This design comes from an exercise in tuning for small area, a short achievable clock period and few clock cycles per item on the open sky130 flow, not from production work. The RTL was checked by simulation tests, not by an equivalence proof against the original design. Power is estimated from default activity; no workload was simulated.

==> flow/design.v (outline; a module is shown in full before it is edited, if it fits) <==
// module fc_layer: 1686 lines
module fc_layer #(
    parameter IN_SIZE = 75,
    parameter OUT_SIZE = 10,
    parameter DATA_WIDTH = 16
)(
    input  wire clk,
    input  wire reset_n,
    input  wire start_fc,
    input  wire data_valid,
    input  wire signed [DATA_WIDTH-1:0] map_in_serial,
    input  wire signed [DATA_WIDTH-1:0] weight_serial,
    input  wire signed [DATA_WIDTH-1:0] bias_serial,
    output reg finish_fc,
    output reg signed [DATA_WIDTH-1:0] predict_out,
    output reg predict_out_valid
);
  // ...
==> flow/run.sh <==
#!/bin/bash
# synth_recipe.tcl (not shown) runs the flow's synth.tcl, then flattens the netlist and writes it again
# the make line also repeats each setting of config.mk as NAME=value (left out here)
make -C /OpenROAD-flow-scripts/flow DESIGN_CONFIG=/design/flow/config.mk WORK_HOME=/design/flow/orfs CLKGATE_MAP_FILE= SYNTH_SCRIPT=/design/flow/synth_recipe.tcl finish
==> flow/config.mk <==
export PLATFORM = sky130hd
export DESIGN_NAME = fc_layer
export DESIGN_NICKNAME = fc_layer
export VERILOG_FILES = /design/flow/design.v
export SDC_FILE = /design/flow/constraint.sdc
export NUM_CORES = 4
export LEC_CHECK = 0
export CAP_MARGIN = 20
export CORE_MARGIN = 2
export CORE_UTILIZATION = 25
export PLACE_DENSITY = 0.35
export SLEW_MARGIN = 20
export SYNTH_MEMORY_MAX_BITS = 16384
==> flow/constraint.sdc <==
create_clock -name core_clock -period 15.0 [get_ports {clk}]
set_input_delay 3.0000 -clock core_clock [delete_from_list [all_inputs] [get_ports {clk}]]
set_output_delay 3.0000 -clock core_clock [all_outputs]
set_load 0.01 [all_outputs]
==> results.cfg, run 1 <==
[synth]
synth_compound_area_share_pct = 1.58
async_flop_share_pct = 1.56
netlist_instances = 2758
synth_seq_cells = 1472

[pwr]
p_leak_nw = 22.5
power_mw = 8.73
power_frac_seq_pct = 54.5
powerComb_mw = 0.136
netSwitchingPower_mw = 1.82

[sta]
setup_violations = 0
layout_min_cycle_time_ps = 4870
setup_tns_ps = 0
clock.fmax_ghz = 0.205

[route]
dr.pass1.iters = 5
wl_met1_mm = 53.1
drtAntennaViolNets = 0
wl_met3_mm = 4.23

[setup_path]
crit_family = compound AO/OA/AOI/OAI gates
cp_common_cell = o21ai_0
required_ps = 15680
crit_chain = ha_1 > a21o_1 > a211o_1 > o221a_2 > o21ai_0 > nor2b_1 > o21ai_0 > xnor2_1 > mux2_2 > ha_1 > a211oi_1 > o211ai_1 > nand2_1 > a211o_1 > o21ai_0 > xor2_1 > o21ai_0 > o22ai_1
r2r_cells = 18
cp_max_fo = 3
worstSetupEndpoint = predict_out[15]

[place]
dp.cells = 5641
port_buffers = 69
gp_congestion = 0.764

[cts]
clock_latency_ps = 790
clockBufferDepth = 3
numClockSinks = 1472
cts_tree = done

[grt]
grt_overflow = 0
grt_max_degree = 176

[layout]
n_fill_cell = 21000
largest_class = flip-flops and latches
multi_input_area_um2 = 9820
bufAreaShareNonClock_pct = 1.64
seqCellArea_um2 = 43000

[floorplanning]
die_area_um2 = 220000

[hold_path]
hold_depth = 0

[outcome]
status = finished clean
Testbench counts, summed over its fixed seeds: cycles 53,568, images 64.
==> run 2: changes to the inputs <==
--- a/flow/config.mk
+++ b/flow/config.mk
@@ -6,8 +6,9 @@
 export NUM_CORES = 4
 export LEC_CHECK = 0
+export ABC_CLOCK_PERIOD_IN_PS = 4000
 export CAP_MARGIN = 20
 export CORE_MARGIN = 2
-export CORE_UTILIZATION = 25
-export PLACE_DENSITY = 0.35
+export CORE_UTILIZATION = 50
+export PLACE_DENSITY = 0.6
 export SLEW_MARGIN = 20
 export SYNTH_MEMORY_MAX_BITS = 16384
==> results.cfg, run 2 <==
[floorplanning]
fp.coreArea_um2 = 107000
rows = 120
die_w_um = 333
die_h_um = 333
start_util_pct = 50.5
die_area_um2 = 111000
io_pins = 70

[grt]
grt_max_degree = 221
grt_usage_pct = 15.4
grt_overflow = 0
grt_pass1_wl_mm = 133
antenna_found_initial = 7
grt_pass1_vias = 23800

[layout]
final_util_pct = 57.1
n_fill_cell = 7949
top_register = ring
area_growth_pct = 13.2
final_layout_size_suffix_gt1_share_pct = 9.07
final_cell_mix = edfxtp_1, inv_1, fa_1
top_regs = ring: 1200 flops, psum: 144 flops, acc_s: 29 flops
layout.nets = 3302
largest_reg_flops = 1200
final_cells = 4456
antennaDiodeCount = 0
layout_commonest_cell = edfxtp_1

[route]
vias = 22700
wl_per_cell_um = 18.6
initialDrtViolationCount = 1791
drtAntennaViolNets = 0
wl_mm = 82.7
drc = 0
dr.pass1.iters = 5
via_per_inst = 5.09

[sta]
setup_violations = 0
setup_ws_ps = 10260
layout_min_cycle_time_ps = 4740
rsz0062_at_grt = false
relSlewSlack_pct = 26.7
final_hold_viol_count = 0
clock.fmax_ghz = 0.211
slew_violations = 0
worstMarginPinSlew_ps = 1100
fin_skew_ps = 33.2
final.period_utilization_pct = 31.6
hold_ws_ps = 405
setup_tns_ps = 0

[setup_path]
cp_max_fo = 5
start_kind = register
critical_path_buf_inv_count = 0
path_class = reg2reg
cp_slowest_cell = a31oi_4
crit_family = compound AO/OA/AOI/OAI gates
cp-end-kind = register
crit_arrival_ps = 5390
required_ps = 15650
crit_chain = ha_1 > a21o_1 > a211o_1 > o221ai_2 > nand4_2 > a31oi_4 > o21ai_2 > xor2_1 > mux2_2 > ha_1 > and3_1 > a221o_1 > nor4_1 > a211o_1 > o21ai_0 > xor2_1 > a21o_1 > o22ai_1
slowest_delay_ps = 390

[synth]
netlist_area_um2 = 54100
synth_top_area_share_pct = 74.6
synthFlopType = edfxtp_1
synth.area.top_cells = edfxtp_1, fa_1, dfxtp_1, inv_1, and2_1
syn_nets = 3123
synth_top_cell_by_area = edfxtp_1
synth_warnings = 1
synth_edf_count = 1344
yosysMostFrequentCell = edfxtp_1
async_flop_share_pct = 1.56
yosysUniqueCellTypes = 55
netlist_instances = 2758
synth_seq_cells = 1472
synth.avg_cell_area_um2 = 19.6
ys_seq_area_share_pct = 79.6
ys_top_cells_by_count = edfxtp_1, inv_1, fa_1

[hold_path]
worst_hold_path_type = reg2reg

[pwr]
p_leak_nw = 22.1
power.share.clock_pct = 41.7
power_frac_seq_pct = 56.9
netSwitchingPower_mw = 1.64
p_comb_share_pct = 1.4
sw_frac_of_total_pct = 19.7
ir_drop_v = 0.000103
p_per_area_nw_per_um2 = 137
power.internal_mw = 6.72

[cts]
htree_levels = 4
cts_hold_buf = 0
clockBufferDepth = 3
cts_setup_buffers = 0
cts_tree = done
path_clk_slew_ps = 60
clock_latency_ps = 740
cts_resized = 0
numCtsBuffers = 146
numClockSinks = 1472
cts_root_buf = clkbuf_16

[place]
dp.cells = 4190
port_buffers = 69
post-place-ws_ps = 9740
gp_congestion = 0.839
hpwl_mm = 47.9

[run]
drv_cap = 0

[outcome]
status = finished clean
==> run 2: changes by cell type in the layout (fill, tap and decap cells not counted), moves of 3 or more <==
cell | before | now
clkbuf_1 | 40 | 30
clkinv_16 | 9 | 4
dfxtp_2 | 4 | 0
dfxtp_1 | 101 | 105
clkinvlp_4 | 2 | 5
buf_4 | 21 | 9
clkinv_2 | 24 | 20
clkinv_1 | 31 | 35
buf_8 | 4 | 0
clkinv_8 | 0 | 5
clkbuf_8 | 0 | 4
clkbuf_16 | 164 | 149
clkinv_4 | 5 | 0
==> run 2: cell families after synthesis <==
group           share of synthesized area [%]
compound gates                           1.58
flops                                    79.6
buf+inv                                  2.29
fa+ha+maj                                10.7
simple gates                             4.30
xor+xnor                                0.615
mux                                     0.992
==> run 2: per-stage QoR <==
stage | power (mW) | instance area (um2)
finish | 8.36 | 61200
global route | 8.68 | 61200
CTS | 8.50 | 61100
floorplan | 4.96 | 54100
global placement | 4.96 | 56500
detailed placement | 4.96 | 56500
==> run 2: per-layer routing <==
layer	vias up	wire length [um]	GRT usage [%]
li1	10200	-	-
met1	11800	39900	23.4
met4	2	2240	5.69
met5	-	12	0
met2	513	36200	21.8
met3	168	4310	3.45
==> run 2: area by class of cell <==
type                    instances  area [um2]  share of cell area [%]
clock inverters                81         757                    1.24
clock buffers                 183        3900                    6.37
repair buffers                 85         900                    1.47
flip-flops and latches       1472       43000                    70.3
inverters                     276        1040                    1.69
well taps                    1403        1760                    2.87
multi-input cells             956        9820                    16.0
==> run 2: worst paths after layout <==
check                      startpoint         endpoint  slack (ps)  cells after the start
setup / recovery             acc_s[5]  predict_out[15]       10260                     18
hold / removal              ring[117]        ring[101]         400                      0
setup reg to reg             acc_s[5]  predict_out[15]       10260                     18
hold reg to reg             ring[117]        ring[101]         400                      0
max in group asynchronous     reset_n          ring_en       12240                      1
min in group asynchronous     reset_n        finish_fc        2280                      1
==> run 2: power by group through the flow <==
stage | sequential, mW | clock, mW | combinational (mW)
floorplan | 4.93 | 0 | 0.0224
global placement | 4.84 | 0 | 0.113
detailed placement | 4.84 | 0 | 0.116
CTS | 4.76 | 3.61 | 0.116
global route | 4.78 | 3.78 | 0.127
finish | 4.76 | 3.49 | 0.115
==> run 3: changes to the inputs <==
==> flow/flow/run.sh (new file) <==
#!/bin/bash
# Standard ORFS layout; the resizer is asked to aim below the clock period
# (setup margin), synthesis maps for a shorter period. Constraints unchanged.
set -euo pipefail
bash standard.sh SETUP_SLACK_MARGIN=10.8 ABC_CLOCK_PERIOD_IN_PS=4000 finish > standard_flow.log 2>&1
==> flow/standard.sh (new file) <==
#!/bin/bash
# synth_recipe.tcl (not shown) runs the flow's synth.tcl, then flattens the netlist and writes it again
# the make line also repeats each setting of config.mk as NAME=value (left out here)
make -C /OpenROAD-flow-scripts/flow DESIGN_CONFIG=/design/flow/config.mk WORK_HOME=/design/flow/orfs CLKGATE_MAP_FILE= SYNTH_SCRIPT=/design/flow/synth_recipe.tcl "${@:-finish}"
--- a/flow/config.mk
+++ b/flow/config.mk
@@ -6,5 +6,4 @@
 export NUM_CORES = 4
 export LEC_CHECK = 0
-export ABC_CLOCK_PERIOD_IN_PS = 4000
 export CAP_MARGIN = 20
 export CORE_MARGIN = 2
removed: flow/run.sh
==> results.cfg, run 3 <==
[cts]
htree_levels = 4
numCtsBuffers = 146
clockBufferDepth = 3
cts_root_buf = clkbuf_16
path_clk_slew_ps = 60
cts_hold_buf = 0
clock_latency_ps = 730
cts_tree = done
numClockSinks = 1472

[sta]
clock.fmax_ghz = 0.237
final.period_utilization_pct = 28.2
final_hold_viol_count = 0
setup_tns_ps = 0
fin_skew_ps = 21.2
worstMarginPinSlew_ps = 1030
slew_violations = 0
layout_min_cycle_time_ps = 4220
hold_ws_ps = 354
relSlewSlack_pct = 31.4
rsz0062_at_grt = true
setup_violations = 0

[place]
hpwl_mm = 48.2
port_buffers = 69
placed_area_um2 = 56500
gp_congestion = 0.828
dp.cells = 4191

[layout]
layout.nets = 3365
top_register = ring
final_cells = 4521
n_fill_cell = 7917
largest_reg_flops = 1200
postLayoutCellArea_um2 = 62200
final_cell_mix = edfxtp_1, inv_1, fa_1
top_regs = ring: 1200 flops, psum: 144 flops, acc_s: 29 flops
final_layout_size_suffix_gt1_share_pct = 13.9
area_growth_pct = 14.9
layout_commonest_cell = edfxtp_1

[synth]
syn_nets = 3123
netlist_area_um2 = 54100
synth_top_area_share_pct = 74.6
synth_warnings = 1
synth_edf_count = 1344
synth_top_cell_by_area = edfxtp_1
yosysUniqueCellTypes = 55
netlist_instances = 2758
ys_top_cells_by_count = edfxtp_1, inv_1, fa_1
synth.avg_cell_area_um2 = 19.6
synth_seq_cells = 1472
synth.area.top_cells = edfxtp_1, fa_1, dfxtp_1, inv_1, and2_1
ys_seq_area_share_pct = 79.6
async_flop_share_pct = 1.56
yosysMostFrequentCell = edfxtp_1
synthFlopType = edfxtp_1

[route]
dr.pass1.iters = 5
wl_mm = 85.4
vias = 22900
drc = 0
initialDrtViolationCount = 1879
via_per_inst = 5.07
drtAntennaViolNets = 0
wl_per_cell_um = 18.9

[floorplanning]
die_h_um = 333
start_util_pct = 50.5
die_w_um = 333
fp.coreArea_um2 = 107000
rows = 120
io_pins = 70
die_area_um2 = 111000

[setup_path]
crit_family = flip-flops
crit_arrival_ps = 1220
critical_path_buf_inv_count = 1
cp_slowest_cell = dfrtp_1
start_kind = register
r2r_cells = 18
cp_max_fo = 1
cp-end-kind = output port
crit_chain = buf_6
cp.depth = 1
path_class = reg2out
slowest_delay_ps = 380
required_ps = 12000

[grt]
grt_pass1_vias = 24100
antenna_found_initial = 4
grt_pass1_wl_mm = 135
grt_overflow = 0
grt_max_degree = 219
grt_usage_pct = 15.7

[pwr]
ir_drop_v = 0.0000960
p_leak_nw = 22.7
p_per_area_nw_per_um2 = 136

[hold_path]
hold_depth = 0
worst_hold_path_type = reg2reg

[outcome]
status = finished clean

[run]
drv_cap = 0
run 3: cell count changes in the layout (fill, tap and decap cells not counted), moves of 6 or more:
cell,change
a21oi_1,-7
a21oi_2,+7
buf_4,+58
buf_6,+16
bufinv_16,+6
clkdlybuf4s50_1,-19
clkinv_1,-10
dfxtp_1,-26
dfxtp_2,+25
ha_1,-10
ha_4,+9
o21ai_0,-9
run 3: stage by stage:
step / setup slack (ps) / power (mW) / util, %
6_report: 10780 / 8.46 / 58.0
5_1_grt: 10580 / 8.77 / 58.0
2_1_floorplan: 6180 / 4.92 / -
3_5_place_dp: 9750 / 4.96 / 52.7
3_3_place_gp: 9780 / 4.96 / 52.7
4_1_cts: 10550 / 8.59 / 57.6
run 3: cells by family (layout without fill, tap and decap cells):
group	after synthesis	in the layout	share of synthesized area, %
compound gates	126	126	1.58
other cells	0	1	0
xor+xnor	38	38	0.615
buf+inv	330	689	2.29
flops	1472	1472	79.6
simple gates	431	431	4.30
mux	48	48	0.992
fa+ha+maj	313	313	10.7
run 3: cell type report:
type	count	area, um2	share of cell area (%)
flip-flops and latches	1472	43100	69.3
multi-input cells	956	10100	16.3
clock buffers	179	3860	6.21
well taps	1403	1760	2.82
repair buffers	148	1420	2.28
inverters	276	1040	1.67
clock inverters	86	885	1.42
diodes	1	2.50	0.00403
run 3: timing repair:
item                                    CTS  global route
cloned                                    0             0
buffers inserted                         46            15
gates resized for setup                 135            45
pin swaps                                24            22
endpoints found under the setup margin   59            53
endpoints found under the hold margin     0             0
run 3: path summary, 6_finish.rpt:
path,slack (ps),from,endpoint
min reg2reg,350,lastp,push
max,10780,predict_out_valid,predict_out_valid
min in group asynchronous,2250,reset_n,cnt_o[3]
max reg2reg,10780,acc_s[5],predict_out[15]
min,350,lastp,push
max in group asynchronous,12350,reset_n,ring_en
run 3: power by group:
part           internal [mW]  total [mW]  switching, mW
clock                   2.09        3.57           1.48
combinational         0.0454       0.146          0.100
sequential              4.69        4.75         0.0602
run 3: metal layers:
| metal | vias to the layer above | GRT usage (%) | routed length [um] |
|---|---|---|---|
| li1 | 10300 | - | - |
| met2 | 532 | 22.1 | 37200 |
| met5 | - | 0 | 0 |
| met4 | 0 | 5.67 | 2220 |
| met3 | 172 | 3.40 | 4720 |
| met1 | 11900 | 24.1 | 41200 |

## separate check: timing with driven ports
The results above use ideal ports. As a check the final layouts listed here were re-extracted and re-timed, cells and wires unchanged.
Step 1 assumes that a clkbuf_16 drives the clock port and a buf_2 every other input.
Step 2 adds t to the input delays and takes it off the output delays; t is the mean of the earliest and latest rising clock arrival at the registers after step 1. Input paths then give back, and output paths get back, about the clock's delay inside the block.
Three values: no drivers, after step 1, after step 2; two values: the first two.
| run | shift t [ns] | setup slack, ns | worst setup path at the end | cell pins on the clock port's net |
|---|---|---|---|---|
| run 1 | 0.848 | 10.127 / 10.066 / 9.854 | input to register | 1 |
| run 2 | 0.788 | 10.263 / 10.263 / 9.673 | input to register | 1 |
| run 3 | 0.784 | 10.777 / 10.710 / 10.456 | input to register | 1 |
After both steps every run listed still meets setup and hold. The setup slack of run 2, which loses most, moves by 0.000 ns with the drivers and by -0.590 ns with both steps.
